Context: an optimization exercise on an open-source flow, tuned for small area. The choices shown serve that exercise and are no tape-out recipe.
Only simulation tests tie the RTL to the original design; equivalence was not proved.
Power and IR drop assume default switching activity.

==> design/flow/design.v <==
package PCIE_PKG;
    typedef struct packed {                                 
        logic   [15:0]              zeros;
        logic   [15:0]              crc16;
        logic   [7:0]               acknak_seq_num_l;
        logic   [3:0]               reserved_l;
        logic   [3:0]               acknak_seq_num_h;
        logic   [7:0]               reserved_h;
        logic   [7:0]               dllp_type;
    } dllp_ACKNAK_packet_t;
    typedef struct packed {                                  
        logic   [15:0]              zeros;
        logic   [15:0]              crc16;
        logic   [23:0]              arbitrary_value;
        logic   [7:0]               dllp_type;
    } dllp_NOP_packet_t;
    typedef struct packed {                                  
        logic   [15:0]              zeros;
        logic   [15:0]              crc16;
        logic   [7:0]               dataFC_l;
        logic   [1:0]               hdrFC_l;
        logic   [1:0]               dataScale;
        logic   [3:0]               dataFC_h;
        logic   [1:0]               hdrScale;
        logic   [5:0]               hdrFC_h;
        logic   [7:0]               dllp_type;
    } dllp_FC_packet_t;
endpackage
module DLL_DLCMSM (
   input   wire    sclk,
   input   wire    srst_n,
   input   wire   init1_end_i,
   input   wire   init2_end_i,
   output  wire [1:0]    DLCM_state_o,
   output  wire          DLCM_change_o
);
localparam              S_INACTIVE = 2'd0,
                        S_INIT1    = 2'd1,
                        S_INIT2    = 2'd2,
                        S_ACTIVE   = 2'd3;
reg    [1:0]         state, state_n;
always_ff @(posedge sclk) begin
    if (!srst_n) state <= S_INACTIVE;
    else         state <= state_n;
end
always_comb begin
   state_n = state;
   case (state)
      S_INACTIVE: state_n = S_INIT1;
      S_INIT1:    if (init1_end_i) state_n = S_INIT2;
      S_INIT2:    if (init2_end_i) state_n = S_ACTIVE;
      default:    state_n = S_ACTIVE;
   endcase
end
assign DLCM_state_o  = state;
assign DLCM_change_o = !srst_n || (state_n != state);
endmodule
module DLL_DLLP_Generator
#(
    parameter   PIPE_DATA_WIDTH             = 256,
    parameter   SEQ_BITS                    = 12,
    parameter   CREDIT_LIMIT_P_HEADER       = 16,
    parameter   CREDIT_LIMIT_P_DATA         = 16,
    parameter   CREDIT_LIMIT_NP_HEADER      = 16,
    parameter   CREDIT_LIMIT_CPL_HEADER     = 16,
    parameter   CREDIT_LIMIT_CPL_DATA       = 16
)
(
    input   wire                                    sclk,
    input   wire                                    clear_i,                 
    input   wire     [1:0]                          DLCM_state_i,
    output  wire                                    init1_send_o,
    output  wire                                    init2_send_o,
    input 	wire	[11:0]		                    cc_p_h_i,
    input 	wire	[11:0]		                    cc_p_d_i,
	input 	wire	[11:0]		                    cc_np_h_i,
	input 	wire	[11:0]		                    cc_cpl_h_i,
    input 	wire	[11:0]		                    cc_cpl_d_i,
    output  wire                                    updatefc_p_o,
    output  wire                                    updatefc_np_o,
    output  wire                                    updatefc_cpl_o,
    input   wire                                    NAK_scheduled_i,
    input   wire    [SEQ_BITS-1:0]                  next_rcv_seq_i,
    output  wire    [PIPE_DATA_WIDTH-1:0]           dllp_data_o,
    output  wire                                    dllp_valid_o,
    input   wire                                    arb_ready_i
);
localparam  S_IDLE     = 4'd0,
            S_CRC_P    = 4'd1,
            S_SEND_P   = 4'd2,
            S_CRC_NP   = 4'd3,
            S_SEND_NP  = 4'd4,
            S_CRC_CPL  = 4'd5,
            S_SEND_CPL = 4'd6,
            S_CRC_AN   = 4'd7,
            S_SEND_AN  = 4'd8,
            S_WAIT     = 4'd9;
function automatic [15:0] dllp_crc(input [31:0] d);
    reg [15:0] c;
    begin
        c = 16'hFFFF;
        for (int i = 0; i < 32; i++) begin
            if (c[15] ^ d[31 - i]) c = {c[14:0], 1'b0} ^ 16'h100B;
            else                   c = {c[14:0], 1'b0};
        end
        dllp_crc = ~c;
    end
endfunction
wire active = (DLCM_state_i == 2'd3);
reg [3:0]   state, state_n;
reg [9:0]   cnt;
reg         sent;
always_comb begin
    state_n = state;
    case (state)
        S_IDLE:     state_n = S_CRC_P;
        S_CRC_P:    state_n = S_SEND_P;
        S_SEND_P:   if (arb_ready_i) state_n = S_CRC_NP;
        S_CRC_NP:   state_n = S_SEND_NP;
        S_SEND_NP:  if (arb_ready_i) state_n = S_CRC_CPL;
        S_CRC_CPL:  state_n = S_SEND_CPL;
        S_SEND_CPL: if (arb_ready_i) state_n = active ? S_CRC_AN : S_WAIT;
        S_CRC_AN:   state_n = S_SEND_AN;
        S_SEND_AN:  if (arb_ready_i) state_n = S_WAIT;
        S_WAIT:     if (&cnt) state_n = active ? S_IDLE : S_SEND_P;
        default:    state_n = S_IDLE;
    endcase
end
always_ff @(posedge sclk) begin
    if (clear_i) begin
        state   <= S_IDLE;
        cnt     <= 10'd0;
        sent    <= 1'b0;
    end
    else begin
        state   <= state_n;
        if (state == S_WAIT) begin
            cnt     <= cnt + 10'd1;
            sent    <= 1'b1;
        end
    end
end
reg [7:0]   p_h, np_h, cpl_h;
reg [11:0]  p_d, cpl_d, seq;
reg         nak;
always_ff @(posedge sclk) begin
    if (state == S_IDLE) begin
        p_h     <= cc_p_h_i[7:0];
        p_d     <= cc_p_d_i;
        np_h    <= cc_np_h_i[7:0];
        cpl_h   <= cc_cpl_h_i[7:0];
        cpl_d   <= cc_cpl_d_i;
        seq     <= next_rcv_seq_i;
        nak     <= NAK_scheduled_i;
    end
end
wire snd_p   = (state == S_SEND_P);
wire snd_np  = (state == S_SEND_NP);
wire snd_cpl = (state == S_SEND_CPL);
wire snd_an  = (state == S_SEND_AN);
reg [7:0]   typ;
reg [7:0]   hdr;
reg [11:0]  dat;
always_comb begin
    typ = 8'd0;
    hdr = 8'd0;
    dat = 12'd0;
    if (!active) begin
        typ[7] = DLCM_state_i[1];
        typ[6] = 1'b1;
        typ[5] = snd_cpl;
        typ[4] = snd_np;
        hdr    = snd_p  ? CREDIT_LIMIT_P_HEADER[7:0] :
                 snd_np ? CREDIT_LIMIT_NP_HEADER[7:0] : CREDIT_LIMIT_CPL_HEADER[7:0];
        dat    = snd_p  ? CREDIT_LIMIT_P_DATA[11:0] :
                 snd_np ? 12'd0 : CREDIT_LIMIT_CPL_DATA[11:0];
    end
    else begin
        typ[7] = !snd_an;
        typ[5] = snd_cpl;
        typ[4] = snd_np | (snd_an & !nak);
        hdr    = snd_p  ? p_h  :
                 snd_np ? np_h :
                 snd_cpl ? cpl_h : 8'd0;
        dat    = snd_p  ? p_d :
                 snd_np ? 12'd0 :
                 snd_cpl ? cpl_d : seq;
    end
end
wire [31:0] body = {dat[7:0], hdr[1:0], 2'b00, dat[11:8], 2'b00, hdr[7:2], typ};
assign dllp_data_o  = {176'd0, 16'd0, dllp_crc(body), body, 16'hACF0};
assign dllp_valid_o = snd_p | snd_np | snd_cpl | snd_an;
assign updatefc_p_o   = active & snd_p   & arb_ready_i;
assign updatefc_np_o  = active & snd_np  & arb_ready_i;
assign updatefc_cpl_o = active & snd_cpl & arb_ready_i;
assign init1_send_o = sent;
assign init2_send_o = sent;
endmodule
module DLL_Decoder
#( 
    parameter       PIPE_DATA_WIDTH     = 256,
    parameter       CREDIT_DEPTH        = 12
)
(   
    input   wire                                    sclk,
    input   wire                                    srst_n,
    output  wire                                    init1_received_o,
    output  wire                                    init2_received_o,
    input   wire                                    pipe2dll_valid_i,
    input   wire     [PIPE_DATA_WIDTH-1:0]          pipe2dll_data_i,
    output  wire                                    NAK_scheduled_o,
    output  wire      [11:0]                        next_rcv_seq_o,
    output  wire      [15:0]                        acknak_seq_num_o,
    output  wire      [1:0]                         acknak_seq_en_o,
    output   wire     [PIPE_DATA_WIDTH-1:0]          dll2tl_data_o,
    output   wire     [2:0]                          dll2tl_data_en_o,
    output   wire     [CREDIT_DEPTH-1:0]             ep_cc_p_h_o,
    output   wire     [CREDIT_DEPTH-1:0]             ep_cc_p_d_o,
    output   wire                                    ep_cc_p_en_o,
    output   wire     [CREDIT_DEPTH-1:0]             ep_cc_np_h_o,
    output   wire                                    ep_cc_np_en_o,
    output   wire     [CREDIT_DEPTH-1:0]             ep_cc_cpl_h_o,
    output   wire     [CREDIT_DEPTH-1:0]             ep_cc_cpl_d_o,
    output   wire                                    ep_cc_cpl_en_o,
    output   wire     [CREDIT_DEPTH-1:0]             ep_cl_p_h_o,
    output   wire     [CREDIT_DEPTH-1:0]             ep_cl_p_d_o,
    output   wire     [CREDIT_DEPTH-1:0]             ep_cl_np_h_o,
    output   wire     [CREDIT_DEPTH-1:0]             ep_cl_cpl_h_o,
    output   wire     [CREDIT_DEPTH-1:0]             ep_cl_cpl_d_o
);
function automatic [15:0] dllp_crc(input [31:0] d);
    reg [15:0] c;
    begin
        c = 16'hFFFF;
        for (int i = 0; i < 32; i++) begin
            if (c[15] ^ d[31 - i]) c = {c[14:0], 1'b0} ^ 16'h100B;
            else                   c = {c[14:0], 1'b0};
        end
        dllp_crc = ~c;
    end
endfunction
wire dllp_tok = (pipe2dll_data_i[15:0] == 16'hACF0);
localparam  D_IDLE  = 2'd0,
            D_OK    = 2'd1,      
            D_BAD   = 2'd2,      
            D_GET   = 2'd3;
reg [1:0]   dstate;
reg [7:0]   f_hdr;
reg [11:0]  f_dat;
reg [3:0]   f_act;               
wire crc_ok = (pipe2dll_data_i[63:48] == dllp_crc(pipe2dll_data_i[47:16]));
always_ff @(posedge sclk) begin
    if (!srst_n)
        dstate <= D_IDLE;
    else case (dstate)
        D_IDLE:  if (pipe2dll_valid_i && dllp_tok) dstate <= crc_ok ? D_OK : D_BAD;
        D_OK:    dstate <= D_GET;
        default: dstate <= D_IDLE;
    endcase
end
always_ff @(posedge sclk) begin
    if (dstate == D_IDLE) begin
        f_hdr <= {pipe2dll_data_i[29:24], pipe2dll_data_i[39:38]};
        f_dat <= {pipe2dll_data_i[35:32], pipe2dll_data_i[47:40]};
        f_act <= (pipe2dll_data_i[19:16] == 4'd0) ? pipe2dll_data_i[23:20] : 4'hF;
    end
end
wire get = (dstate == D_GET);
reg [7:0]   cl_p_h, cl_np_h, cl_cpl_h, cc_p_h, cc_np_h, cc_cpl_h;
reg [11:0]  cl_p_d, cl_cpl_d, cc_p_d, cc_cpl_d, an_num;
reg         i2_p, i2_np, i2_cpl;
reg         cc_p_en, cc_np_en, cc_cpl_en;
reg [1:0]   an_en;
always_ff @(posedge sclk) begin
    if (!srst_n) begin
        cl_p_h  <= 8'd0;  cl_p_d  <= 12'd0;
        cl_np_h <= 8'd0;
        cl_cpl_h <= 8'd0; cl_cpl_d <= 12'd0;
        cc_p_h  <= 8'd0;  cc_p_d  <= 12'd0;
        cc_np_h <= 8'd0;
        cc_cpl_h <= 8'd0; cc_cpl_d <= 12'd0;
        i2_p <= 1'b0; i2_np <= 1'b0; i2_cpl <= 1'b0;
        an_num  <= 12'd0;
    end
    else if (get) begin
        case (f_act)
            4'h4: begin cl_p_h   <= f_hdr; cl_p_d   <= f_dat; end
            4'h5: begin cl_np_h  <= f_hdr; end
            4'h6: begin cl_cpl_h <= f_hdr; cl_cpl_d <= f_dat; end
            4'hC: i2_p   <= 1'b1;
            4'hD: i2_np  <= 1'b1;
            4'hE: i2_cpl <= 1'b1;
            4'h8: begin cc_p_h   <= f_hdr; cc_p_d   <= f_dat; end
            4'h9: begin cc_np_h  <= f_hdr; end
            4'hA: begin cc_cpl_h <= f_hdr; cc_cpl_d <= f_dat; end
            4'h0, 4'h1: an_num <= f_dat;
            default: ;
        endcase
    end
end
always_ff @(posedge sclk) begin
    cc_p_en   <= srst_n & get & (f_act == 4'h8);
    cc_np_en  <= srst_n & get & (f_act == 4'h9);
    cc_cpl_en <= srst_n & get & (f_act == 4'hA);
    an_en     <= {srst_n & get & (f_act == 4'h1), srst_n & get & (f_act == 4'h0)};
end
assign init1_received_o = (|cl_p_h) && (|cl_p_d) && (|cl_np_h) && (|cl_cpl_h) && (|cl_cpl_d);
assign init2_received_o = i2_p && i2_np && i2_cpl;
assign ep_cl_p_h_o   = {4'd0, cl_p_h};
assign ep_cl_p_d_o   = cl_p_d;
assign ep_cl_np_h_o  = {4'd0, cl_np_h};
assign ep_cl_cpl_h_o = {4'd0, cl_cpl_h};
assign ep_cl_cpl_d_o = cl_cpl_d;
assign ep_cc_p_h_o   = {4'd0, cc_p_h};
assign ep_cc_p_d_o   = cc_p_d;
assign ep_cc_np_h_o  = {4'd0, cc_np_h};
assign ep_cc_cpl_h_o = {4'd0, cc_cpl_h};
assign ep_cc_cpl_d_o = cc_cpl_d;
assign ep_cc_p_en_o   = cc_p_en;
assign ep_cc_np_en_o  = cc_np_en;
assign ep_cc_cpl_en_o = cc_cpl_en;
assign acknak_seq_en_o  = an_en;
assign acknak_seq_num_o = {4'd0, an_num};
localparam  T_IDLE  = 3'd0,
            T_GETP  = 3'd1,
            T_SEQ   = 3'd2,
            T_SENDH = 3'd3,
            T_DONEH = 3'd4,
            T_SENDD = 3'd5,
            T_DONED = 3'd6;
reg [2:0]   tstate, tstate_n;
reg [127:0] hdr;
reg [255:0] pipe_q [4];
reg         np, match, last0;
reg [1:0]   m;                   
reg [2:0]   c;                   
reg [11:0]  next_rcv_seq;
reg         nak;
reg [2:0]   en;
wire        in_np  = (pipe2dll_data_i[3:0] == 4'hF);
wire [5:0]  len_m6 = pipe2dll_data_i[9:4] - 6'd6;       
wire [2:0]  in_n   = len_m6[5:3];
wire [11:0] in_seq = in_np ? {pipe2dll_data_i[19:16],  pipe2dll_data_i[31:24]}
                           : {pipe2dll_data_i[115:112], pipe2dll_data_i[127:120]};
wire posted = (hdr[7:0] == 8'h60);
reg shift;
always_comb begin
    shift    = 1'b0;
    tstate_n = tstate;
    case (tstate)
        T_IDLE:  if (pipe2dll_valid_i && !dllp_tok)
                     tstate_n = (in_np || in_n == 3'd0) ? T_SEQ : T_GETP;
        T_GETP:  begin
                     shift = 1'b1;
                     if (c[1:0] == m) tstate_n = T_SEQ;
                 end
        T_SEQ:   begin
                     shift    = !c[2];
                     tstate_n = match ? T_SENDH : T_IDLE;
                 end
        T_SENDH: begin
                     shift    = !c[2];
                     tstate_n = T_DONEH;
                 end
        T_DONEH: begin
                     shift    = !c[2];
                     tstate_n = last0 ? T_IDLE : T_SENDD;
                 end
        T_SENDD: tstate_n = T_DONED;
        T_DONED: begin
                     if (c[1:0] == m) tstate_n = T_IDLE;
                     else begin
                         shift    = 1'b1;
                         tstate_n = T_SENDD;
                     end
                 end
        default: tstate_n = T_IDLE;
    endcase
end
always_ff @(posedge sclk) begin
    if (!srst_n) tstate <= T_IDLE;
    else         tstate <= tstate_n;
end
always_ff @(posedge sclk) begin
    if (tstate == T_IDLE) begin
        hdr   <= in_np ? pipe2dll_data_i[159:32] : pipe2dll_data_i[255:128];
        np    <= in_np;
        last0 <= in_np || in_n == 3'd0;
        m     <= in_n[1:0] - 2'd1;
        match <= (in_seq == next_rcv_seq);
        c     <= 3'd0;
    end
    else if (shift)
        c     <= c + 3'd1;
end
always_ff @(posedge sclk) begin
    if (shift) begin
        pipe_q[0] <= pipe_q[1];
        pipe_q[1] <= pipe_q[2];
        pipe_q[2] <= pipe_q[3];
        pipe_q[3] <= pipe2dll_data_i;
    end
end
always_ff @(posedge sclk) begin
    if (!srst_n) begin
        next_rcv_seq <= 12'd0;
        nak          <= 1'b0;
    end
    else if (tstate == T_SEQ) begin
        if (match) next_rcv_seq <= next_rcv_seq + 12'd1;
        nak <= !match;
    end
end
always_ff @(posedge sclk) begin
    if (!srst_n) en <= 3'd0;
    else case (tstate)
        T_SENDH: en <= np ? 3'd3 : posted ? 3'd1 : 3'd5;
        T_SENDD: en <= posted ? 3'd2 : 3'd6;
        T_DONEH, T_DONED: en <= 3'd7;
        default: en <= 3'd0;
    endcase
end
assign dll2tl_data_o    = {pipe_q[0][255:128] & {128{tstate[1]}},
                           tstate[1] ? pipe_q[0][127:0] : hdr};
assign dll2tl_data_en_o = en;
assign next_rcv_seq_o  = next_rcv_seq;
assign NAK_scheduled_o = nak;
endmodule
module DLL_RD(
	input wire sclk,
	input wire srst_n,
	input wire [11:0] cc_p_h_i,		         
    input wire [11:0] cc_p_d_i,		         
	input wire [11:0] cc_np_h_i,		     
	input wire [11:0] cc_cpl_h_i,	         
    input wire [11:0] cc_cpl_d_i,            
	output wire [255:0] dll2tl_data_o,
    output wire [2:0] dll2tl_data_en_o,
    output wire [11:0] ep_cc_p_h_o,
    output wire [11:0] ep_cc_p_d_o,
	output wire ep_cc_p_en_o,
    output wire [11:0] ep_cc_np_h_o,
    output wire ep_cc_np_en_o,
    output wire [11:0] ep_cc_cpl_h_o,
    output wire [11:0] ep_cc_cpl_d_o,
    output wire ep_cc_cpl_en_o,
    output wire [11:0] ep_cl_p_h_o,
    output wire [11:0] ep_cl_p_d_o,
    output wire [11:0] ep_cl_np_h_o,
    output wire [11:0] ep_cl_cpl_h_o,
    output wire [11:0] ep_cl_cpl_d_o,
	output wire ep_cl_en_o,
	output wire updatefc_p_o,
	output wire updatefc_np_o,
	output wire updatefc_cpl_o,
	input wire arb_ready_i,
	output wire dllp_valid_o,
	output wire [255:0] dllp_data_o,
	input pipe2dll_valid_i,
	input wire [255:0] pipe2dll_data_i,
	output wire [15:0] acknak_seq_num_o,
    output wire [1:0] acknak_seq_en_o,
	output wire [1:0] dlcm_state
);
assign ep_cl_en_o = (dlcm_state == 2'd3);
wire init1_send;
wire init2_send;
wire init1_received;
wire init2_received;
wire dlcm_change;
wire NAK_scheduled;
wire [11:0] next_rcv_seq;
DLL_DLCMSM dlcmsm 
(
	.sclk(sclk),
	.srst_n(srst_n),
	.init1_end_i(init1_send & init1_received),
	.init2_end_i(init2_send & init2_received),
	.DLCM_state_o(dlcm_state),
	.DLCM_change_o(dlcm_change)
);
DLL_DLLP_Generator dllp_generator
(
	.sclk(sclk),
	.clear_i(dlcm_change),
	.DLCM_state_i(dlcm_state),
	.init1_send_o(init1_send),
	.init2_send_o(init2_send),
	.cc_p_h_i(cc_p_h_i),
	.cc_p_d_i(cc_p_d_i),
	.cc_np_h_i(cc_np_h_i),
	.cc_cpl_h_i(cc_cpl_h_i),
	.cc_cpl_d_i(cc_cpl_d_i),
	.updatefc_p_o(updatefc_p_o),
	.updatefc_np_o(updatefc_np_o),
	.updatefc_cpl_o(updatefc_cpl_o),
	.NAK_scheduled_i(NAK_scheduled),
	.next_rcv_seq_i(next_rcv_seq),
	.arb_ready_i(arb_ready_i),
	.dllp_data_o(dllp_data_o),
	.dllp_valid_o(dllp_valid_o)
);
DLL_Decoder decoder
(
	.sclk(sclk),
	.srst_n(srst_n),
	.init1_received_o(init1_received),
	.init2_received_o(init2_received),
	.pipe2dll_valid_i(pipe2dll_valid_i),
	.pipe2dll_data_i(pipe2dll_data_i),
	.NAK_scheduled_o(NAK_scheduled),
	.next_rcv_seq_o(next_rcv_seq),
	.acknak_seq_num_o(acknak_seq_num_o),
	.acknak_seq_en_o(acknak_seq_en_o),
	.dll2tl_data_o(dll2tl_data_o),
	.dll2tl_data_en_o(dll2tl_data_en_o),
	.ep_cc_p_h_o(ep_cc_p_h_o),
	.ep_cc_p_d_o(ep_cc_p_d_o),	
	.ep_cc_p_en_o(ep_cc_p_en_o),
	.ep_cc_np_h_o(ep_cc_np_h_o),
	.ep_cc_np_en_o(ep_cc_np_en_o),
	.ep_cc_cpl_h_o(ep_cc_cpl_h_o),
	.ep_cc_cpl_d_o(ep_cc_cpl_d_o),
	.ep_cc_cpl_en_o(ep_cc_cpl_en_o),
	.ep_cl_p_h_o(ep_cl_p_h_o),
	.ep_cl_p_d_o(ep_cl_p_d_o),
	.ep_cl_np_h_o(ep_cl_np_h_o),
	.ep_cl_cpl_h_o(ep_cl_cpl_h_o),
	.ep_cl_cpl_d_o(ep_cl_cpl_d_o)
);
endmodule
==> design/flow/run.sh <==
#!/bin/bash
# synth_recipe.tcl (not shown) runs the flow's synth.tcl, then flattens the netlist and writes it again
# the make line also repeats each setting of config.mk as NAME=value (left out here)
make -C /OpenROAD-flow-scripts/flow DESIGN_CONFIG=/design/flow/config.mk WORK_HOME=/design/flow/orfs CLKGATE_MAP_FILE= SYNTH_SCRIPT=/design/flow/synth_recipe.tcl finish
==> design/flow/config.mk <==
export PLATFORM = sky130hd
export DESIGN_NAME = DLL_RD
export DESIGN_NICKNAME = DLL_RD
export VERILOG_FILES = /design/flow/design.v
export SDC_FILE = /design/flow/constraint.sdc
export NUM_CORES = 4
export LEC_CHECK = 0
export CAP_MARGIN = 20
export CORE_MARGIN = 2
export CORE_UTILIZATION = 40
export PLACE_DENSITY = 0.6
export SLEW_MARGIN = 20
==> design/flow/constraint.sdc <==
create_clock -name core_clock -period 6.0 [get_ports {sclk}]
set_input_delay 1.2000 -clock core_clock [delete_from_list [all_inputs] [get_ports {sclk}]]
set_output_delay 1.2000 -clock core_clock [all_outputs]
set_load 0.01 [all_outputs]
==> results of run 1 <==
==> cell usage in the layout, fill, tap and decap left out, drive strengths merged, types with 47 or more instances in the layout <==
cell type / count
edfxtp: 1242
clkdlybuf4s50: 721
nand2: 613
conb: 244
clkbuf: 190
dfxtp: 157
and2: 147
mux2: 136
xnor2: 114
a21boi: 97
buf: 83
nor2: 81
clkinv: 65
xor2: 57
mux2i: 47
==> metal layers <==
metal / part of all wire / vias to the layer above
li1: - / 13265
met1: 0.42 / 14315
met2: 0.48 / 1001
met3: 0.079 / 191
met4: 0.021 / 18
met5: 0.00082 / -
==> area by class of cell <==
| class | instances | area share |
|---|---|---|
| diodes | 12 | 0.000445 |
| clock buffers | 189 | 0.0599 |
| clock inverters | 88 | 0.0123 |
| inverters | 10 | 0.000631 |
| multi-input cells | 1829 | 0.174 |
| flip-flops and latches | 1399 | 0.600 |
| well taps | 1768 | 0.0328 |
| repair buffers | 809 | 0.120 |
==> repair_timing <==
item | CTS | global route
hold buffers | 0 | 0
gates resized for setup | 17 | 27
pin swaps | 15 | 10
setup buffers | 12 | 10
setup endpoints to repair | 16 | 14
==> stage by stage <==
step | utilization | instances
6_report | 0.507 | 6104
5_1_grt | 0.507 | 6096
4_1_cts | 0.505 | 6082
3_5_place_dp | 0.468 | 5793
3_3_place_gp | 0.468 | 5793
2_1_floorplan | - | 3603
==> power by group through the flow <==
stage / sequential (mW) / combinational [mW] / clock [mW]
after floorplan: 15.6 / 3.05 / 0
after CTS: 15.8 / 5.85 / 9.29
after global routing: 16.1 / 6.17 / 9.67
after global placement: 15.9 / 5.80 / 0
final: 15.8 / 5.72 / 9.04
after detailed placement: 16.0 / 5.83 / 0
==> how the worst min path moves through the flow <==
stage	endpoint	depth (start not counted)	slack (ns)	start
3_3_place_gp	decoder.pipe_q[2][97]$_DFFE_PP_	0	0.40	decoder.pipe_q[3][97]$_DFFE_PP_
3_5_place_dp	decoder.pipe_q[0][0]$_DFFE_PP_	0	0.40	decoder.pipe_q[1][0]$_DFFE_PP_
5_1_grt	decoder.pipe_q[0][30]$_DFFE_PP_	0	0.40	decoder.pipe_q[1][30]$_DFFE_PP_
2_1_floorplan	decoder.pipe_q[0][0]$_DFFE_PP_	0	0.40	decoder.pipe_q[1][0]$_DFFE_PP_
4_1_cts	decoder.pipe_q[1][20]$_DFFE_PP_	0	0.41	decoder.pipe_q[2][20]$_DFFE_PP_
6_report	decoder.pipe_q[0][30]$_DFFE_PP_	0	0.40	decoder.pipe_q[1][30]$_DFFE_PP_
==> kinds of logic (layout without fill, tap and decap cells) <==
| family | Yosys count | after routing | share of synthesized area |
|---|---|---|---|
| adders and majority gates | 4 | 4 | 0.000938 |
| DFF | 1399 | 1399 | 0.758 |
| and+or+nand+nor | 978 | 978 | 0.0826 |
| xor gates and xnor gates | 217 | 217 | 0.0498 |
| other | 2 | 256 | 0.000141 |
| AOI/OAI and AO/OA | 203 | 203 | 0.0274 |
| buffers and inverters | 375 | 1096 | 0.0441 |
| muxes | 183 | 183 | 0.0375 |
==> worst max-delay path: stages, from the launching register on <==
cell and delay [ns]:
dfxtp_4 0.42, buf_8 0.17, mux2_2 0.39, o21a_1 0.22, o21ai_2 0.18, nor2_4 0.08
buf_4 0.16, xor2_1 0.17, xnor3_2 0.48, xnor3_2 0.44, xor2_2 0.17, xnor2_2 0.20
buf_4 0.16, xnor2_1 0.11, clkdlybuf4s50_1 0.55
==> sequential cells by signal (all words and copies together), names as in the netlist, 10 cells and up <==
signal	count
decoder.cc_cpl_d	12
decoder.f_dat	12
dllp_generator.p_d	12
decoder.cl_cpl_d	12
decoder.hdr	128
decoder.cc_p_d	12
decoder.cl_p_d	12
decoder.an_num	12
decoder.pipe_q	1024
dllp_generator.seq	12
dllp_generator.cnt	10
dllp_generator.cpl_d	12
decoder.next_rcv_seq	12
==> impl_metrics.py, run 1 <==
metrics = {
    "floorplanning": {
        "dieWidth_um": 369,
        "coreArea_um2": 133000,
        "rows": 134,
        "die-height_um": 369,
        "start_util": 0.401,
        "die_area_um2": 136000,
        "ios": 983,
    },
    "power": {
        "seq_power_share": 0.517,
        "p_leak_nw": 23.9,
        "p_switching_mw": 8.10,
        "clkPwrFrac": 0.296,
        "p_comb_frac": 0.187,
        "ir_drop_mv": 0.366,
        "powerDensity_nw_per_um2": 453,
        "p_sw_frac": 0.265,
        "total_power_mw": 30.6,
        "p_int_mw": 22.5,
    },
    "clock_network": {
        "cts_tree": "done",
        "clk_path_buf_depth": 3,
        "clkLatencyLatePin_ns": 0.77,
        "cts-buffers-inserted": 149,
        "cts_max_level": 4,
        "cts.clk_slew.worst_paths_ns": 0.06,
        "cts_num_sinks": 1399,
        "clockRootBuffer": "clkbuf_16",
    },
    "global_routing": {
        "grt_max_degree": 166,
        "grt_pass1_vias": 27820,
        "grt_pass1_wl_um": 192000,
        "antenna_found_initial": 26,
        "gr-usage-met2": 0.316,
        "grt_use_met1": 0.256,
        "grt_busiest_layer": "met2",
        "grt_overflow_total": 0,
        "grt.met3_usage": 0.0588,
        "grtUsageTotal": 0.195,
    },
    "worst_setup_path": {
        "worst_r2r_endpoint": "decoder.pipe_q[2][233]$_DFFE_PP_",
        "rr_worst_depth": 5,
        "criticalPathCategory": "reg2out",
        "crit_required_ns": 4.80,
        "reg2reg_slack_ns": 2.99,
        "cp.arrival_ns": 4.64,
        "cp-end-kind": "primary output",
        "cp_max_fo": 12,
        "start_kind": "flop",
        "crit_path_end": "dllp_data_o[50]",
        "rr_startpoint": "decoder.tstate[2]$_SDFFE_PN0P_",
        "startpoint": "dllp_generator.state[2]$_SDFFE_PP0P_",
    },
    "detailed_routing": {
        "drc_errors": 0,
        "drt_iter0_drc": 2097,
        "ant_nets": 0,
        "routedWlPerCell_um": 22.3,
        "num_vias": 28790,
        "firstDrtPassIters": 5,
        "drt_wl_total_um": 136000,
        "vias_per_cell": 4.72,
    },
    "hold_path": {
        "hp-class": "reg2reg",
    },
    "synth": {
        "yosysTopAreaCell": "edfxtp_1",
        "yosysUniqueCellTypes": 80,
        "yosysMostFrequentCell": "edfxtp_1",
        "yosys-top-cells-count": "edfxtp_1 (1,242), nand2_1 (613), buf_4 (245)",
        "yosysSeqAreaShare": 0.758,
        "synth_area_um2": 53400,
        "netlist.area_leader.share": 0.699,
        "synth_flop_cell": "edfxtp_1",
        "postSynthAreaPerCell_um2": 15.9,
        "synth_edf_count": 1242,
        "synth_seq_cells": 1399,
        "yosys-top-cells-area": "edfxtp_1 (70%), dfxtp_1 (5.9%), nand2_1 (4.3%), buf_4 (3.4%), mux2_2 (2.9%)",
        "synthArstFlopShare": 0,
        "synthCells": 3361,
        "yosysWarningCount": 4,
    },
    "finish": {
        "drive_above_1_share": 0.114,
        "regArea_um2": 40400,
        "layout.nets": 4522,
        "syn2layout_area_growth_pct": 26.3,
        "fin_area_um2": 67400,
        "multi_input_area_um2": 11700,
        "nFillCells": 11189,
    },
    "timing": {
        "worstMarginPinSlew_ns": 1.02,
        "fin_tns_setup_ns": 0,
        "setup_ws_ns": 0.159,
        "finalSetupViolations": 0,
        "drv_slew": 0,
        "finalCritPeriodShare": 0.974,
        "skew_ns": 0.0329,
        "rsz0062_at_grt": "no",
        "hold_viol_final": 0,
        "period_needed_ns": 5.84,
        "fmaxAchievable_mhz": 171,
        "whs_ns": 0.405,
        "slew_headroom": 0.312,
    },
    "job": {
        "maxCapViolCount": 0,
    },
    "place": {
        "preCtsSetupSlack_ns": 0.160,
        "placed_area_um2": 62200,
        "io_buffers": 726,
        "place_congestion": 0.849,
        "dp_hpwl_um": 94100,
    },
    "run_status": {
        "status": "finished clean",
    },
}
==> run 2, diff against run 1 <==
--- a/design/flow/config.mk
+++ b/design/flow/config.mk
@@ -6,4 +6,5 @@
 export NUM_CORES = 4
 export LEC_CHECK = 0
+export ABC_AREA = 1
 export CAP_MARGIN = 20
 export CORE_MARGIN = 2
==> impl_metrics.py, run 2 <==
metrics = {
    "run_status": {
        "status": "finished clean",
    },
    "synth": {
        "yosysUniqueCellTypes": 55,
        "yosysTopAreaCell": "edfxtp_1",
        "synthCells": 4471,
        "postSynthAreaPerCell_um2": 12.2,
        "synth_edf_count": 1242,
        "synth_flop_cell": "edfxtp_1",
        "yosysMostFrequentCell": "nand2_1",
        "synth_area_um2": 54600,
        "yosys-top-cells-area": "edfxtp_1 (68%), nand2_1 (9.4%), dfxtp_1 (5.8%), buf_4 (3.4%), inv_1 (2.7%)",
        "yosysWarningCount": 4,
        "synth_seq_cells": 1399,
        "netlist.area_leader.share": 0.683,
        "synthArstFlopShare": 0,
        "yosys-top-cells-count": "nand2_1 (1,369), edfxtp_1 (1,242), inv_1 (400)",
        "yosysSeqAreaShare": 0.740,
    },
    "worst_setup_path": {
        "reg2reg_slack_ns": 2.69,
        "start_kind": "flop",
        "path_common_cell": "nand2_1",
        "cp.arrival_ns": 4.43,
        "cp_max_fo": 8,
        "max_stage_delay_ns": 0.56,
        "crit_path_cell_trace": "inv_2 > nand2_1 > nor2_4 > nor2_4 > nand3_1 > o21ai_2 > nand2_2 > nand2_2 > nand2_4 > nand2_1 > nand2_1 > nand2_1 > nand2_1 > nand2_1 > nand4_2 > nand2_4 > nand2_2 > nand2_4 > nand2_2 > nand2_2 > xor2_1 > clkdlybuf4s50_1",
        "crit_required_ns": 4.80,
        "cp-end-kind": "primary output",
        "slowest_stage": "clkdlybuf4s50_1",
        "criticalPathCategory": "reg2out",
    },
    "finish": {
        "top_register": "decoder.pipe_q",
        "syn2layout_area_growth_pct": 24.9,
        "largest_reg_flops": 1024,
        "largestRegisters": "decoder.pipe_q (1024), decoder.hdr (128)",
        "final_common_cell": "nand2_1",
        "drive_above_1_share": 0.0776,
        "layout.nets": 5594,
        "final_cell_mix": "nand2_1 (1,368), edfxtp_1 (1,242), clkdlybuf4s50_1 (725), inv_1 (395), conb_1 (244)",
        "fin_area_um2": 68200,
        "nFillCells": 11916,
    },
    "clock_network": {
        "clkLatencyLatePin_ns": 0.79,
        "cts.clk_slew.worst_paths_ns": 0.06,
        "cts_num_sinks": 1399,
        "clk_path_buf_depth": 3,
        "cts_max_level": 4,
        "clockRootBuffer": "clkbuf_16",
        "cts_tree": "done",
        "cts-buffers-inserted": 150,
    },
    "place": {
        "io_buffers": 726,
        "place_congestion": 0.861,
        "placed_area_um2": 63100,
        "dp_hpwl_um": 106000,
    },
    "detailed_routing": {
        "drt_wl_total_um": 150000,
        "num_vias": 33682,
        "vias_per_cell": 4.68,
        "firstDrtPassIters": 8,
        "drt_iter0_drc": 2763,
        "ant_nets": 0,
        "routedWlPerCell_um": 20.8,
        "drc_errors": 0,
    },
    "timing": {
        "finalCritPeriodShare": 0.939,
        "hold_viol_final": 0,
        "worstMarginPinSlew_ns": 1.06,
        "finalSetupViolations": 0,
        "whs_ns": 0.399,
        "slew_headroom": 0.293,
        "fmaxAchievable_mhz": 178,
        "rsz0062_at_grt": "no",
        "period_needed_ns": 5.63,
        "skew_ns": 0.0246,
        "drv_slew": 0,
    },
    "global_routing": {
        "antenna_found_initial": 33,
        "grt_max_degree": 181,
        "grt_pass1_vias": 32028,
        "grt_pass1_wl_um": 214000,
        "grtUsageTotal": 0.210,
        "grt_overflow_total": 0,
    },
    "job": {
        "maxCapViolCount": 0,
    },
    "power": {
        "clkPwrFrac": 0.276,
        "powerDensity_nw_per_um2": 492,
        "ir_drop_mv": 0.389,
        "p_comb_frac": 0.206,
        "p_leak_nw": 27.1,
        "p_int_mw": 23.8,
        "p_switching_mw": 9.80,
        "seq_power_share": 0.518,
        "p_sw_frac": 0.292,
    },
    "floorplanning": {
        "die_area_um2": 140000,
        "rows": 135,
        "coreArea_um2": 135000,
        "ios": 983,
        "die-height_um": 374,
        "dieWidth_um": 374,
        "start_util": 0.403,
    },
    "hold_path": {
        "hp-class": "reg2reg",
    },
}
-- run 2: cell count changes after synthesis, moves of 31 or more --
cell,change
xnor2_1,-89
and2_1,-145
o21ai_0,+178
a21oi_1,+57
mux2i_1,-46
nand3_1,+157
xnor3_1,-31
mux2_2,-136
nand2_2,+61
nand2_1,+756
nor2_1,+105
inv_1,+391
a21boi_0,-96
-- run 2: critical path: cells and delay by family (launching register included) --
kind,cells,cell delay [ns]
buffers and inverters,2,0.63
flip-flops,1,0.44
AO/OA/AOI/OAI,1,0.17
XOR/XNOR,1,0.16
AND/OR/NAND/NOR,18,2.23
-- run 2: kinds of logic (layout without fill, tap and decap cells) --
group | after synthesis | after routing | share of synthesized area
xor+xnor | 59 | 59 | 0.00973
mux | 1 | 1 | 0.000183
buf+inv | 791 | 1476 | 0.0722
flops | 1399 | 1399 | 0.740
compound gates | 335 | 335 | 0.0327
simple gates | 1880 | 1880 | 0.144
other cells | 2 | 257 | 0.000137
fa+ha+maj | 4 | 4 | 0.000916
-- run 2: metrics by stage --
step           TNS [ns]  instances  power (mW)  setup slack (ns)   util
6_report              0       7192        33.6             0.367  0.504
5_1_grt               0       7187        35.2            0.0168  0.504
4_1_cts               0       7171        34.0            0.0636  0.503
3_5_place_dp          0       6891        24.7             0.899  0.466
3_3_place_gp          0       6891        24.5             0.922  0.466
2_1_floorplan  -5340.40       4713        17.7             -5.20      -
-- run 2: path summary, 6_finish.rpt --
kind / from / endpoint / cells past startpoint
max: dllp_generator.state[0]$_SDFFE_PP0P_ / dllp_data_o[61] / 22
min: decoder.pipe_q[3][111]$_DFFE_PP_ / decoder.pipe_q[2][111]$_DFFE_PP_ / 0
max reg2reg: decoder.tstate[1]$_SDFFE_PN0P_ / decoder.pipe_q[1][160]$_DFFE_PP_ / 6
min reg2reg: decoder.pipe_q[3][111]$_DFFE_PP_ / decoder.pipe_q[2][111]$_DFFE_PP_ / 0
-- run 2: timing repair --
action,CTS,global route
endpoints found under the setup margin,0,16
gates resized for setup,0,7
buffers inserted,0,8
hold buffers,0,0
-- run 2: routing by layer --
| metal | up-vias | GRT usage | routed length [um] | part of all wire |
|---|---|---|---|---|
| met2 | 1013 | 0.334 | 70000 | 0.47 |
| met5 | - | 0 | 207 | 0.0014 |
| met1 | 16292 | 0.280 | 65100 | 0.44 |
| met3 | 213 | 0.0615 | 11000 | 0.073 |
| li1 | 16130 | - | - | - |
| met4 | 34 | 0.0603 | 3340 | 0.022 |
-- run 2: power groups by stage --
stage	Clock, mW	Sequential (mW)	Combinational, mW
finish	9.28	17.4	6.90
global route	9.91	17.8	7.53
CTS	9.52	17.4	7.06
detailed placement	0	17.6	7.05
global placement	0	17.5	7.01
floorplan	0	14.9	2.74
-- run 2: final cells by class --
type | count | area, um^2 | area share
diodes | 13 | 32.5 | 0.000477
clock buffers | 186 | 3930 | 0.0576
clock inverters | 94 | 1070 | 0.0157
inverters | 425 | 1620 | 0.0237
multi-input cells | 2523 | 11200 | 0.164
flip-flops and latches | 1399 | 40400 | 0.593
well taps | 1781 | 2230 | 0.0327
repair buffers | 771 | 7680 | 0.113
==> run 3, diff against run 2 <==
--- a/design/flow/config.mk
+++ b/design/flow/config.mk
@@ -6,8 +6,8 @@
 export NUM_CORES = 4
 export LEC_CHECK = 0
-export ABC_AREA = 1
 export CAP_MARGIN = 20
 export CORE_MARGIN = 2
 export CORE_UTILIZATION = 40
+export CTS_BUF_LIST = sky130_fd_sc_hd__clkbuf_4 sky130_fd_sc_hd__clkbuf_8
 export PLACE_DENSITY = 0.6
 export SLEW_MARGIN = 20
==> impl_metrics.py, run 3 <==
metrics = {
    "global_routing": {
        "grt_pass1_vias": 28552,
        "grtUsageTotal": 0.197,
        "grt_overflow_total": 0,
        "grt_max_degree": 166,
        "antenna_found_initial": 28,
        "grt_pass1_wl_um": 194000,
    },
    "power": {
        "ir_drop_mv": 0.391,
        "powerDensity_nw_per_um2": 444,
        "p_leak_nw": 24.0,
        "total_power_mw": 29.8,
    },
    "run_status": {
        "status": "finished clean",
    },
    "floorplanning": {
        "rows": 134,
        "die-height_um": 369,
        "dieWidth_um": 369,
        "coreArea_um2": 133000,
        "die_area_um2": 136000,
        "ios": 983,
        "start_util": 0.401,
    },
    "detailed_routing": {
        "drc_errors": 0,
        "drt_wl_total_um": 137000,
        "vias_per_cell": 4.66,
        "drt_iter0_drc": 2184,
        "routedWlPerCell_um": 22.0,
        "num_vias": 29114,
        "firstDrtPassIters": 5,
        "ant_nets": 0,
    },
    "synth": {
        "synthArstFlopShare": 0,
        "postSynthAreaPerCell_um2": 15.9,
        "synth_flop_cell": "edfxtp_1",
        "yosysSeqAreaShare": 0.758,
        "yosysMostFrequentCell": "edfxtp_1",
        "yosys-top-cells-count": "edfxtp_1 (1,242), nand2_1 (613), buf_4 (245)",
        "synth_seq_cells": 1399,
        "synth_edf_count": 1242,
        "synthCells": 3361,
        "netlist.area_leader.share": 0.699,
        "synth_area_um2": 53400,
        "yosys-top-cells-area": "edfxtp_1 (70%), dfxtp_1 (5.9%), nand2_1 (4.3%), buf_4 (3.4%), mux2_2 (2.9%)",
        "yosysTopAreaCell": "edfxtp_1",
        "yosysWarningCount": 4,
        "yosysUniqueCellTypes": 80,
    },
    "worst_setup_path": {
        "worst_r2r_endpoint": "decoder.pipe_q[2][101]$_DFFE_PP_",
        "path_common_cell": "xor3_1",
        "criticalPathCategory": "reg2out",
        "cp_top_family": "XOR/XNOR gates",
        "cp_max_fo": 10,
        "crit_path_cell_trace": "buf_12 > mux2_2 > and3_1 > a221oi_4 > xnor3_1 > xor3_1 > xor2_1 > o21ai_2 > buf_4 > xnor2_4 > xnor3_2 > xor3_1 > dlygate4sd2_1",
        "slowest_stage": "dfxtp_4",
        "start_kind": "flop",
        "rr_startpoint": "decoder.tstate[2]$_SDFFE_PN0P_",
        "crit_required_ns": 4.80,
        "crit_buf_inv": 3,
        "reg2reg_slack_ns": 3.04,
        "cp.arrival_ns": 4.60,
        "rr_worst_depth": 5,
        "cp-end-kind": "primary output",
        "max_stage_delay_ns": 0.42,
    },
    "finish": {
        "drive_above_1_share": 0.149,
        "final_common_cell": "edfxtp_1",
        "fin_area_um2": 67200,
        "largest_reg_flops": 1024,
        "top_register": "decoder.pipe_q",
        "largestRegisters": "decoder.pipe_q (1024), decoder.hdr (128)",
        "regArea_um2": 40500,
        "layout.nets": 4604,
        "nFillCells": 11332,
        "multi_input_area_um2": 11700,
        "final_cell_mix": "edfxtp_1 (1,242), clkdlybuf4s50_1 (711), nand2_1 (611), conb_1 (244), clkbuf_8 (230)",
        "syn2layout_area_growth_pct": 25.9,
    },
    "job": {
        "maxCapViolCount": 0,
    },
    "timing": {
        "finalSetupViolations": 0,
        "slew_headroom": 0.308,
        "finalCritPeriodShare": 0.967,
        "worstMarginPinSlew_ns": 1.03,
        "skew_ns": 0.0613,
        "fmaxAchievable_mhz": 172,
        "period_needed_ns": 5.80,
        "fin_tns_setup_ns": 0,
        "rsz0062_at_grt": "no",
        "setup_ws_ns": 0.196,
        "hold_viol_final": 0,
        "whs_ns": 0.385,
        "drv_slew": 0,
    },
    "place": {
        "dp_hpwl_um": 94100,
        "place_congestion": 0.849,
        "io_buffers": 726,
        "placed_area_um2": 62200,
        "preCtsSetupSlack_ns": 0.160,
    },
    "clock_network": {
        "clkLatencyLatePin_ns": 0.96,
        "cts_num_sinks": 1399,
        "clockRootBuffer": "clkbuf_8",
        "cts.clk_slew.worst_paths_ns": 0.06,
        "cts_tree": "done",
        "cts-buffers-inserted": 224,
        "clk_path_buf_depth": 3,
        "cts_max_level": 4,
    },
    "hold_path": {
        "holdPathEnd": "decoder.pipe_q[1][5]$_DFFE_PP_",
        "holdCritStartpoint": "decoder.pipe_q[2][5]$_DFFE_PP_",
        "worstHoldPathCells": 0,
        "hp-class": "reg2reg",
    },
}
[run 3: area by class of cell]
cell class | instances | share of cell area
flip-flops and latches | 1399 | 0.602
well taps | 1768 | 0.0329
inverters | 10 | 0.000633
clock buffers | 323 | 0.0575
diodes | 14 | 0.000521
repair buffers | 815 | 0.121
multi-input cells | 1830 | 0.175
clock inverters | 82 | 0.0106
[run 3: power breakdown]
part           switching [mW]  internal (mW)
Clock                    3.79           4.48
Sequential              0.771           15.0
Combinational            3.53           2.20
[run 3: metrics by stage]
stage	utilization	instances
after floorplan	-	3603
after global placement	0.468	5793
after detailed placement	0.468	5793
after CTS	0.504	6218
after global routing	0.505	6234
final	0.506	6241
[run 3: worst max-delay path by stage]
stage | startpoint | endpoint | slack [ns] | cells after the start
finish | dllp_generator.state[2]$_SDFFE_PP0P_ | dllp_data_o[51] | 0.20 | 13
detailed placement | dllp_generator.state[2]$_SDFFE_PP0P_ | dllp_data_o[52] | 0.16 | 12
CTS | dllp_generator.state[2]$_SDFFE_PP0P_ | dllp_data_o[54] | -0.02 | 11
global placement | dllp_generator.state[2]$_SDFFE_PP0P_ | dllp_data_o[52] | 0.26 | 12
global route | dllp_generator.state[2]$_SDFFE_PP0P_ | dllp_data_o[57] | 0.00006 | 13
floorplan | decoder.tstate[1]$_SDFFE_PN0P_ | decoder.c[2]$_SDFFE_PP0P_ | -12.04 | 7
[run 3: cell families (layout without fill, tap and decap cells)]
group | Yosys count | count (layout) | share of synthesized area
AO/OA/AOI/OAI | 203 | 203 | 0.0274
multiplexers | 183 | 183 | 0.0375
XOR/XNOR | 217 | 217 | 0.0498
flip-flops | 1399 | 1399 | 0.758
adder cells (fa/ha/maj) | 4 | 4 | 0.000938
buffers and inverters | 375 | 1230 | 0.0441
other | 2 | 258 | 0.000141
AND/OR/NAND/NOR | 978 | 979 | 0.0826
[run 3: worst register-to-register path, cell delays in order, from the launching register on]
cell     delay [ns]
dfxtp_1        0.67
nor2b_1        0.31
nand2_1        0.14
o21ai_4        0.36
buf_12         0.35
buf_12         0.60
[run 3: repair_timing]
action | CTS | global route
hold buffers | 0 | 0
cloned | 0 | 1
gates resized for setup | 35 | 30
buffers inserted | 20 | 8
pin swaps | 20 | 8
endpoints found under the setup margin | 16 | 15
[run 3: metal layers]
layer / track usage / part of all wire / vias to the layer above
met4: 0.0615 / 0.022 / 20
met2: 0.316 / 0.48 / 1029
li1: - / - / 13469
met3: 0.0615 / 0.078 / 218
met5: 0 / 0.00088 / -
met1: 0.254 / 0.42 / 14378
==> run 4, diff against run 3 <==
==> design/flow/flow/run.sh (new file) <==
#!/bin/bash
# The standard layout (the standard.sh: ORFS synthesis, floorplan, place, CTS, route,
# finish), with the port buffers that global placement inserts made from
# sky130_fd_sc_hd__buf_1 instead of the cell buffer_ports picks by default.
set -euo pipefail
cd "$(dirname "$0")/.."
bash standard.sh "BUFFER_PORTS_ARGS=-buffer_cell sky130_fd_sc_hd__buf_1" finish > make_finish.log 2>&1
==> design/flow/standard.sh (new file) <==
#!/bin/bash
# synth_recipe.tcl (not shown) runs the flow's synth.tcl, then flattens the netlist and writes it again
# the make line also repeats each setting of config.mk as NAME=value (left out here)
make -C /OpenROAD-flow-scripts/flow DESIGN_CONFIG=/design/flow/config.mk WORK_HOME=/design/flow/orfs CLKGATE_MAP_FILE= SYNTH_SCRIPT=/design/flow/synth_recipe.tcl "${@:-finish}"
removed: design/flow/run.sh
==> impl_metrics.py, run 4 <==
metrics = {
    "power": {
        "p_leak_nw": 22.0,
        "p_int_mw": 21.1,
        "p_sw_frac": 0.276,
        "powerDensity_nw_per_um2": 467,
        "p_switching_mw": 8.06,
        "clkPwrFrac": 0.289,
        "total_power_mw": 29.2,
        "seq_power_share": 0.543,
        "p_comb_frac": 0.168,
        "ir_drop_mv": 0.377,
    },
    "worst_setup_path": {
        "rr_startpoint": "decoder.tstate[1]$_SDFFE_PN0P_",
        "path_common_cell": "xnor2_4",
        "worst_r2r_endpoint": "decoder.pipe_q[3][232]$_DFFE_PP_",
        "start_kind": "flop",
        "max_stage_delay_ns": 0.45,
        "reg2reg_slack_ns": 2.79,
        "cp.arrival_ns": 4.54,
        "criticalPathCategory": "reg2out",
        "crit_path_cell_trace": "or2_1 > nor2_2 > o221ai_1 > nand3_1 > mux2_2 > a21oi_4 > xnor2_4 > xnor3_2 > xnor2_4 > xor3_1 > buf_1",
        "crit_required_ns": 4.80,
        "crit_buf_inv": 1,
        "cp_max_fo": 11,
        "cp_top_family": "XOR/XNOR gates",
        "cp-end-kind": "primary output",
        "rr_worst_depth": 7,
        "slowest_stage": "xnor3_2",
    },
    "finish": {
        "syn2layout_area_growth_pct": 17.1,
        "final_common_cell": "edfxtp_1",
        "layout.nets": 4585,
        "largestRegisters": "decoder.pipe_q (1024), decoder.hdr (128)",
        "largest_reg_flops": 1024,
        "top_register": "decoder.pipe_q",
        "final_cells": 6225,
        "drive_above_1_share": 0.142,
        "final_core_utilization": 0.470,
        "final_cell_mix": "edfxtp_1 (1,242), buf_1 (725), nand2_1 (610), conb_1 (244), clkbuf_8 (243)",
    },
    "timing": {
        "slew_headroom": 0.245,
        "fmaxAchievable_mhz": 174,
        "skew_ns": 0.0390,
        "finalCritPeriodShare": 0.957,
        "worstMarginPinSlew_ns": 1.12,
        "finalSetupViolations": 0,
        "period_needed_ns": 5.74,
        "hold_viol_final": 0,
        "drv_slew": 0,
        "fin_tns_setup_ns": 0,
    },
    "hold_path": {
        "worstHoldPathCells": 0,
        "hp-class": "reg2reg",
        "holdCritStartpoint": "decoder.pipe_q[2][227]$_DFFE_PP_",
        "holdPathEnd": "decoder.pipe_q[1][227]$_DFFE_PP_",
    },
    "synth": {
        "yosys-top-cells-area": "edfxtp_1 (70%), dfxtp_1 (5.9%), nand2_1 (4.3%), buf_4 (3.4%), mux2_2 (2.9%)",
        "synthCells": 3361,
        "yosysSeqAreaShare": 0.758,
        "synth_area_um2": 53400,
        "postSynthAreaPerCell_um2": 15.9,
        "yosysTopAreaCell": "edfxtp_1",
        "synth_edf_count": 1242,
        "yosys-top-cells-count": "edfxtp_1 (1,242), nand2_1 (613), buf_4 (245)",
        "yosysWarningCount": 4,
        "yosysMostFrequentCell": "edfxtp_1",
        "yosysUniqueCellTypes": 80,
        "synthArstFlopShare": 0,
        "netlist.area_leader.share": 0.699,
        "synth_seq_cells": 1399,
        "synth_flop_cell": "edfxtp_1",
    },
    "global_routing": {
        "grt_pass1_vias": 27764,
        "grtUsageTotal": 0.191,
        "grt_pass1_wl_um": 188000,
        "grt_overflow_total": 0,
        "grt_max_degree": 200,
        "antenna_found_initial": 31,
    },
    "clock_network": {
        "cts_max_level": 4,
        "cts_num_sinks": 1399,
        "clockRootBuffer": "clkbuf_8",
        "cts_hold_buf": 0,
        "cts_tree": "done",
        "cts-buffers-inserted": 224,
        "clkLatencyLatePin_ns": 0.93,
        "clk_path_buf_depth": 3,
        "cts.clk_slew.worst_paths_ns": 0.06,
    },
    "job": {
        "maxCapViolCount": 0,
    },
    "detailed_routing": {
        "firstDrtPassIters": 5,
        "num_vias": 28846,
        "ant_nets": 0,
        "drt_iter0_drc": 2156,
        "routedWlPerCell_um": 21.5,
        "vias_per_cell": 4.63,
        "drc_errors": 0,
        "drt_wl_total_um": 134000,
    },
    "floorplanning": {
        "start_util": 0.401,
        "dieWidth_um": 369,
        "coreArea_um2": 133000,
        "die_area_um2": 136000,
        "rows": 134,
        "ios": 983,
        "die-height_um": 369,
    },
    "place": {
        "place_congestion": 0.859,
        "io_buffers": 726,
        "dp_hpwl_um": 92300,
        "placed_cells": 5787,
    },
    "run_status": {
        "status": "finished clean",
    },
}
run 4: cell types whose count changed in the layout (fill, tap and decap cells not counted), sizes merged, moves of 3 or more:
cell,before,now
clkdlybuf4s50,711,0
clkinv,64,83
bufinv,7,11
clkbuf,323,307
buf,90,796
diode,14,9
inv,21,18
clkinvlp,0,5
dlymetal6s2s,11,0
dlygate4sd2,3,0
run 4: stage by stage:
stage | area (um^2) | setup WS (ns) | hold WS [ns]
6_report | 62500 | 0.256 | 0.386
5_1_grt | 62500 | -0.00560 | 0.339
4_1_cts | 62400 | 0.00666 | 0.289
3_5_place_dp | 57600 | 0.453 | 0.405
3_3_place_gp | 57500 | 0.456 | 0.400
2_1_floorplan | 54300 | -12.04 | 0.400
run 4: how the worst max path moves through the flow:
stage,depth (start not counted),start,to,slack [ns]
after detailed placement,12,dllp_generator.state[2]$_SDFFE_PP0P_,dllp_data_o[52],0.45
after CTS,12,dllp_generator.state[2]$_SDFFE_PP0P_,dllp_data_o[52],0.007
after global placement,12,dllp_generator.state[2]$_SDFFE_PP0P_,dllp_data_o[52],0.46
after global routing,11,dllp_generator.state[3]$_SDFFE_PP0P_,dllp_data_o[51],-0.006
final,11,dllp_generator.state[3]$_SDFFE_PP0P_,dllp_data_o[51],0.26
after floorplan,7,decoder.tstate[1]$_SDFFE_PN0P_,decoder.c[2]$_SDFFE_PP0P_,-12.04
run 4: routing by layer:
layer	track usage	vias to the layer above	routed length, um
li1	-	13412	-
met1	0.253	14134	56800
met2	0.299	1078	63200
met3	0.0559	208	10300
met4	0.0681	14	3480
met5	0	-	91
run 4: logic make-up (layout without fill, tap and decap cells):
family / Yosys count / in the layout / share of synthesized area
AND/OR/NAND/NOR: 978 / 978 / 0.0826
adder cells (fa/ha/maj): 4 / 4 / 0.000938
multiplexers: 183 / 183 / 0.0375
AO/OA/AOI/OAI: 203 / 203 / 0.0274
flip-flops: 1399 / 1399 / 0.758
other: 2 / 253 / 0.000141
buffers and inverters: 375 / 1220 / 0.0441
XOR/XNOR: 217 / 217 / 0.0498
run 4: layout make-up:
type / instances / area (um^2)
antenna: 9 / 22.5
clock buffer: 306 / 3820
clock inverter: 107 / 868
fill: 11683 / 70400
inverter: 10 / 46.3
multi-input combinational: 1829 / 11700
sequential: 1399 / 40400
tap: 1768 / 2210
timing repair buffer: 797 / 3420
run 4: power groups by stage:
stage	clock network, mW	registers, mW	logic [mW]
detailed placement	0	16.0	5.02
floorplan	0	15.6	3.05
global route	9.12	16.1	5.37
finish	8.43	15.8	4.91
CTS	8.70	15.9	5.04
global placement	0	15.9	4.98
run 4: repair_timing:
item                       4_1_cts  5_1_grt
cloned                           0        0
pin swaps                        9        7
resized for setup               15       14
setup endpoints to repair       16        9
setup buffers                    6       10
==> run 5, diff against run 4 <==
--- a/design/flow/config.mk
+++ b/design/flow/config.mk
@@ -9,5 +9,7 @@
 export CORE_MARGIN = 2
 export CORE_UTILIZATION = 40
-export CTS_BUF_LIST = sky130_fd_sc_hd__clkbuf_4 sky130_fd_sc_hd__clkbuf_8
+export CTS_BUF_LIST = sky130_fd_sc_hd__clkbuf_8
+export CTS_CLUSTER_DIAMETER = 60
+export CTS_CLUSTER_SIZE = 20
 export PLACE_DENSITY = 0.6
 export SLEW_MARGIN = 20
==> impl_metrics.py, run 5 <==
metrics = {
    "run_status": {
        "status": "finished clean",
    },
    "finish": {
        "top_register": "decoder.pipe_q",
        "final_cells": 6007,
        "final_cell_mix": "edfxtp_1 (1,242), buf_1 (725), nand2_1 (612), conb_1 (244), dfxtp_1 (153)",
        "final_core_utilization": 0.453,
        "drive_above_1_share": 0.106,
        "syn2layout_area_growth_pct": 12.9,
        "largest_reg_flops": 1024,
        "final_common_cell": "edfxtp_1",
        "nFillCells": 11868,
        "fin_area_um2": 60200,
        "largestRegisters": "decoder.pipe_q (1024), decoder.hdr (128)",
        "layout.nets": 4468,
    },
    "timing": {
        "period_needed_ns": 5.75,
        "whs_ns": 0.391,
        "fin_tns_setup_ns": 0,
        "worstMarginPinSlew_ns": 1.21,
        "hold_viol_final": 0,
        "finalCritPeriodShare": 0.958,
        "rsz0062_at_grt": "no",
        "finalSetupViolations": 0,
        "setup_ws_ns": 0.249,
        "slew_headroom": 0.195,
        "skew_ns": 0.0418,
        "drv_slew": 0,
        "fmaxAchievable_mhz": 174,
    },
    "power": {
        "p_leak_nw": 20.7,
        "powerDensity_nw_per_um2": 438,
        "ir_drop_mv": 0.377,
        "total_power_mw": 26.4,
    },
    "hold_path": {
        "hp-class": "reg2reg",
    },
    "synth": {
        "synth_flop_cell": "edfxtp_1",
        "synthSimpleGateAreaFrac": 0.0826,
        "synthAdderAreaFrac": 0.000938,
        "yosysSeqAreaShare": 0.758,
        "muxShareOfSynthArea": 0.0375,
        "postSynthAreaPerCell_um2": 15.9,
        "synthCells": 3361,
        "yosysUniqueCellTypes": 80,
        "synth_xor_area_frac": 0.0498,
        "yosysWarningCount": 4,
        "yosysTopAreaCell": "edfxtp_1",
        "synth_seq_cells": 1399,
        "synth-compound-area-share": 0.0274,
        "synth_top_family_by_area": "simple AND/OR/NAND/NOR gates",
        "synth_area_um2": 53400,
        "yosys-top-cells-count": "edfxtp_1 (1,242), nand2_1 (613), buf_4 (245)",
        "yosysMostFrequentCell": "edfxtp_1",
        "yosys-top-cells-area": "edfxtp_1 (70%), dfxtp_1 (5.9%), nand2_1 (4.3%), buf_4 (3.4%), mux2_2 (2.9%)",
        "synthArstFlopShare": 0,
        "synth_edf_count": 1242,
        "netlist.area_leader.share": 0.699,
    },
    "detailed_routing": {
        "num_vias": 28138,
        "vias_per_cell": 4.68,
        "drt_iter0_drc": 2270,
        "routedWlPerCell_um": 22.0,
        "ant_nets": 0,
        "drc_errors": 0,
        "drt_wl_total_um": 132000,
        "firstDrtPassIters": 5,
    },
    "clock_network": {
        "clockRootBuffer": "clkbuf_8",
        "cts_tree": "done",
        "cts_num_sinks": 1399,
        "cts_max_level": 3,
        "clkLatencyLatePin_ns": 0.84,
        "cts_hold_buf": 0,
        "cts.clk_slew.worst_paths_ns": 0.11,
        "clk_path_buf_depth": 3,
        "cts-buffers-inserted": 111,
    },
    "job": {
        "maxCapViolCount": 0,
    },
    "global_routing": {
        "grt_max_degree": 200,
        "grt_overflow_total": 0,
        "grtUsageTotal": 0.187,
        "antenna_found_initial": 29,
        "grt_pass1_vias": 26513,
        "grt_pass1_wl_um": 184000,
    },
    "place": {
        "placed_cells": 5787,
        "dp_hpwl_um": 92300,
        "place_congestion": 0.859,
        "placed_area_um2": 57600,
        "preCtsSetupSlack_ns": 0.453,
        "io_buffers": 726,
    },
    "worst_setup_path": {
        "cp.arrival_ns": 4.55,
        "crit_required_ns": 4.80,
        "cp_max_fo": 11,
        "criticalPathCategory": "reg2out",
        "cp-end-kind": "primary output",
        "start_kind": "flop",
    },
    "floorplanning": {
        "dieWidth_um": 369,
        "die-height_um": 369,
        "die_area_um2": 136000,
        "ios": 983,
        "rows": 134,
        "start_util": 0.401,
        "coreArea_um2": 133000,
    },
}
## run 5: cell counts after synthesis
No cell type changed its count.
## run 5: cell type report
class	count	area, um^2	area share
antenna	10	25.0	0.000415
clock buffer	114	1570	0.0260
clock inverter	84	912	0.0151
inverter	10	42.5	0.000706
multi-input combinational	1829	11700	0.194
sequential	1399	40400	0.671
tap	1768	2210	0.0367
timing repair buffer	793	3370	0.0560
## run 5: path summary, 6_finish.rpt
path	startpoint	endpoint	slack, ns	cells after the start
min reg2reg	decoder.pipe_q[1][85]$_DFFE_PP_	decoder.pipe_q[0][85]$_DFFE_PP_	0.39	0
max	dllp_generator.state[3]$_SDFFE_PP0P_	dllp_data_o[51]	0.25	10
max reg2reg	decoder.tstate[1]$_SDFFE_PN0P_	decoder.pipe_q[0][116]$_DFFE_PP_	2.80	7
min	decoder.pipe_q[1][85]$_DFFE_PP_	decoder.pipe_q[0][85]$_DFFE_PP_	0.39	0
## run 5: repair_timing
item / CTS / global route
pin swaps: 7 / 8
setup buffers: 5 / 7
endpoints found under the setup margin: 16 / 7
endpoints found under the hold margin: 0 / 0
resized for setup: 9 / 16
cloned: 0 / 0
## run 5: where the power goes
part,switching (mW),internal (mW)
Combinational,3.48,1.43
Sequential,0.774,15.0
Clock,3.53,2.17
## run 5: metal layers
| metal | global-route usage | vias to the layer above | wire length, um |
|---|---|---|---|
| met5 | 0 | - | 78 |
| met4 | 0.0539 | 12 | 3000 |
| met3 | 0.0448 | 170 | 9480 |
| met2 | 0.299 | 969 | 62800 |
| met1 | 0.254 | 13911 | 56600 |
| li1 | - | 13076 | - |
## run 5: kinds of logic after synthesis
| group | count (synthesis) |
|---|---|
| simple gates | 978 |
| flops | 1399 |
| other cells | 2 |
| compound gates | 203 |
| buf+inv | 375 |
| xor+xnor | 217 |
| mux | 183 |
| fa+ha+maj | 4 |
## run 5: critical path, cell delays in order (launching register included)
cell     delay, ns
dfxtp_1       0.43
or3b_4        0.51
buf_4         0.17
o21ai_0       0.55
xor3_1        0.57
xor2_1        0.19
o21ai_2       0.22
xnor2_2       0.16
xnor3_2       0.43
xor3_1        0.36
buf_1         0.14
==> run 6, diff against run 5 <==
--- a/design/flow/config.mk
+++ b/design/flow/config.mk
@@ -9,7 +9,8 @@
 export CORE_MARGIN = 2
 export CORE_UTILIZATION = 40
-export CTS_BUF_LIST = sky130_fd_sc_hd__clkbuf_8
-export CTS_CLUSTER_DIAMETER = 60
-export CTS_CLUSTER_SIZE = 20
+export CTS_BUF_LIST = sky130_fd_sc_hd__clkbuf_16
+export CTS_CLUSTER_DIAMETER = 80
+export CTS_CLUSTER_SIZE = 30
+export GPL_TIMING_DRIVEN = 0
 export PLACE_DENSITY = 0.6
 export SLEW_MARGIN = 20
==> impl_metrics.py, run 6 <==
metrics = {
    "run_status": {
        "status": "finished clean",
    },
    "power": {
        "total_power_mw": 28.4,
        "p_switching_mw": 8.18,
        "seq_power_share": 0.551,
        "clkPwrFrac": 0.219,
        "p_sw_frac": 0.288,
        "p_comb_frac": 0.230,
    },
    "synth": {
        "synth_seq_cells": 1399,
        "synth_flop_cell": "edfxtp_1",
        "synthArstFlopShare": 0,
        "yosysMostFrequentCell": "edfxtp_1",
        "synth_area_um2": 53400,
        "yosys-top-cells-area": "edfxtp_1 (70%), dfxtp_1 (5.9%), nand2_1 (4.3%), buf_4 (3.4%), mux2_2 (2.9%)",
        "synth_edf_count": 1242,
        "yosysTopAreaCell": "edfxtp_1",
        "yosysUniqueCellTypes": 80,
    },
    "detailed_routing": {
        "drt_wl_total_um": 145000,
        "drc_errors": 0,
        "ant_nets": 0,
        "firstDrtPassIters": 5,
        "routedWlPerCell_um": 23.0,
    },
    "clock_network": {
        "clkLatencyLatePin_ns": 0.71,
        "cts.clk_slew.worst_paths_ns": 0.10,
        "cts_max_level": 3,
        "cts_hold_buf": 0,
    },
    "timing": {
        "finalSetupViolations": 0,
        "hold_viol_final": 0,
        "slew_headroom": 0.257,
    },
    "finish": {
        "syn2layout_area_growth_pct": 19.7,
        "largestRegisters": "decoder.pipe_q (1024), decoder.hdr (128)",
        "drive_above_1_share": 0.144,
        "final_common_cell": "edfxtp_1",
        "largest_reg_flops": 1024,
    },
    "worst_setup_path": {
        "cp-end-kind": "primary output",
        "rr_startpoint": "decoder.tstate[2]$_SDFFE_PN0P_",
        "crit_required_ns": 4.80,
        "cp.arrival_ns": 4.58,
    },
    "place": {
        "placed_area_um2": 61000,
        "io_buffers": 726,
        "preCtsSetupSlack_ns": -0.00571,
        "placed_cells": 6166,
    },
    "floorplanning": {
        "die_area_um2": 136000,
        "rows": 134,
        "coreArea_um2": 133000,
        "dieWidth_um": 369,
        "ios": 983,
    },
    "job": {
        "maxCapViolCount": 0,
    },
    "global_routing": {
        "grt_pass1_vias": 28059,
        "antenna_found_initial": 28,
    },
}
-- run 6: changes by cell type in the layout (fill, tap and decap cells not counted), sizes merged --
cell	previous run	this run
clkinvlp	9	1
buf	792	1063
clkinv	25	27
clkbuf	115	182
bufinv	4	3
inv	56	30
-- run 6: final cells by class --
| type | instances | area (um^2) |
|---|---|---|
| Fill cell | 11555 | 69000 |
| Tap cell | 1768 | 2210 |
| Clock buffer | 76 | 1900 |
| Sequential cell | 1399 | 40400 |
| Buffer | 365 | 2350 |
| Clock inverter | 51 | 798 |
| Antenna cell | 10 | 25.0 |
| Timing Repair Buffer | 804 | 4500 |
| Multi-Input combinational cell | 1829 | 11600 |
| Inverter | 10 | 37.5 |
-- run 6: how the worst min path moves through the flow --
stage,startpoint,to,slack (ns),cells past startpoint
after CTS,decoder.pipe_q[2][151]$_DFFE_PP_,decoder.pipe_q[1][151]$_DFFE_PP_,0.39,0
after global placement,decoder.pipe_q[3][83]$_DFFE_PP_,decoder.pipe_q[2][83]$_DFFE_PP_,0.40,0
after global routing,decoder.pipe_q[1][135]$_DFFE_PP_,decoder.pipe_q[0][135]$_DFFE_PP_,0.40,0
final,decoder.pipe_q[2][151]$_DFFE_PP_,decoder.pipe_q[1][151]$_DFFE_PP_,0.40,0
after floorplan,decoder.pipe_q[1][0]$_DFFE_PP_,decoder.pipe_q[0][0]$_DFFE_PP_,0.40,0
after detailed placement,decoder.pipe_q[1][132]$_DFFE_PP_,decoder.pipe_q[0][132]$_DFFE_PP_,0.40,0
-- run 6: power groups by stage --
stage               combinational (mW)  sequential [mW]  clock [mW]
floorplan                         3.05             15.6           0
global placement                  4.43             15.0           0
detailed placement                6.64             15.9           0
CTS                               6.66             15.7        6.42
global route                      7.06             15.9        6.74
finish                            6.53             15.7        6.21
-- run 6: cells by family after synthesis --
family / count (synthesis) / share of synthesized area
AOI/OAI and AO/OA: 203 / 0.0274
xor gates and xnor gates: 217 / 0.0498
adders and majority gates: 4 / 0.000938
buffers and inverters: 375 / 0.0441
DFF: 1399 / 0.758
muxes: 183 / 0.0375
other: 2 / 0.000141
and+or+nand+nor: 978 / 0.0826
-- run 6: critical path, cell delays in order, from the launching register on --
cell and delay [ns]:
dfxtp_1 0.31, buf_2 0.17, or2_0 0.21, clkbuf_2 0.18
nand2_1 0.16, buf_2 0.27, nand2_1 0.08, o21ai_1 0.29
xor3_1 0.55, xor2_1 0.18, o21ai_2 0.29, xnor2_4 0.20
xnor3_1 0.47, xor3_1 0.39, buf_1 0.14
-- run 6: per-stage QoR --
step	hold slack, ns	util
after detailed placement	0.405	0.459
after global routing	0.397	0.481
final	0.398	0.481
after floorplan	0.400	-
after global placement	0.400	0.446
after CTS	0.394	0.480
-- run 6: routing by layer --
metal  GRT usage  part of all wire  up-vias
li1            -                 -    13753
met2       0.344              0.49     1022
met3      0.0462             0.075      194
met1       0.272              0.41    14463
met5           0           0.00047        -
met4      0.0670             0.029       12
-- run 6: timing repair --
action	CTS	global route
setup buffers	1	8
setup endpoints to repair	7	4
pin swaps	1	6
cloned	0	0
endpoints found under the hold margin	0	0
gates resized for setup	11	13

Check on run 6: ideal ports give 0.222 ns setup slack; a clkbuf_16 on the clock port and buf_2 on the inputs give 0.139 ns; moving port delays by the midpoint clock arrival (0.776 ns) as well gives 0.068 ns.
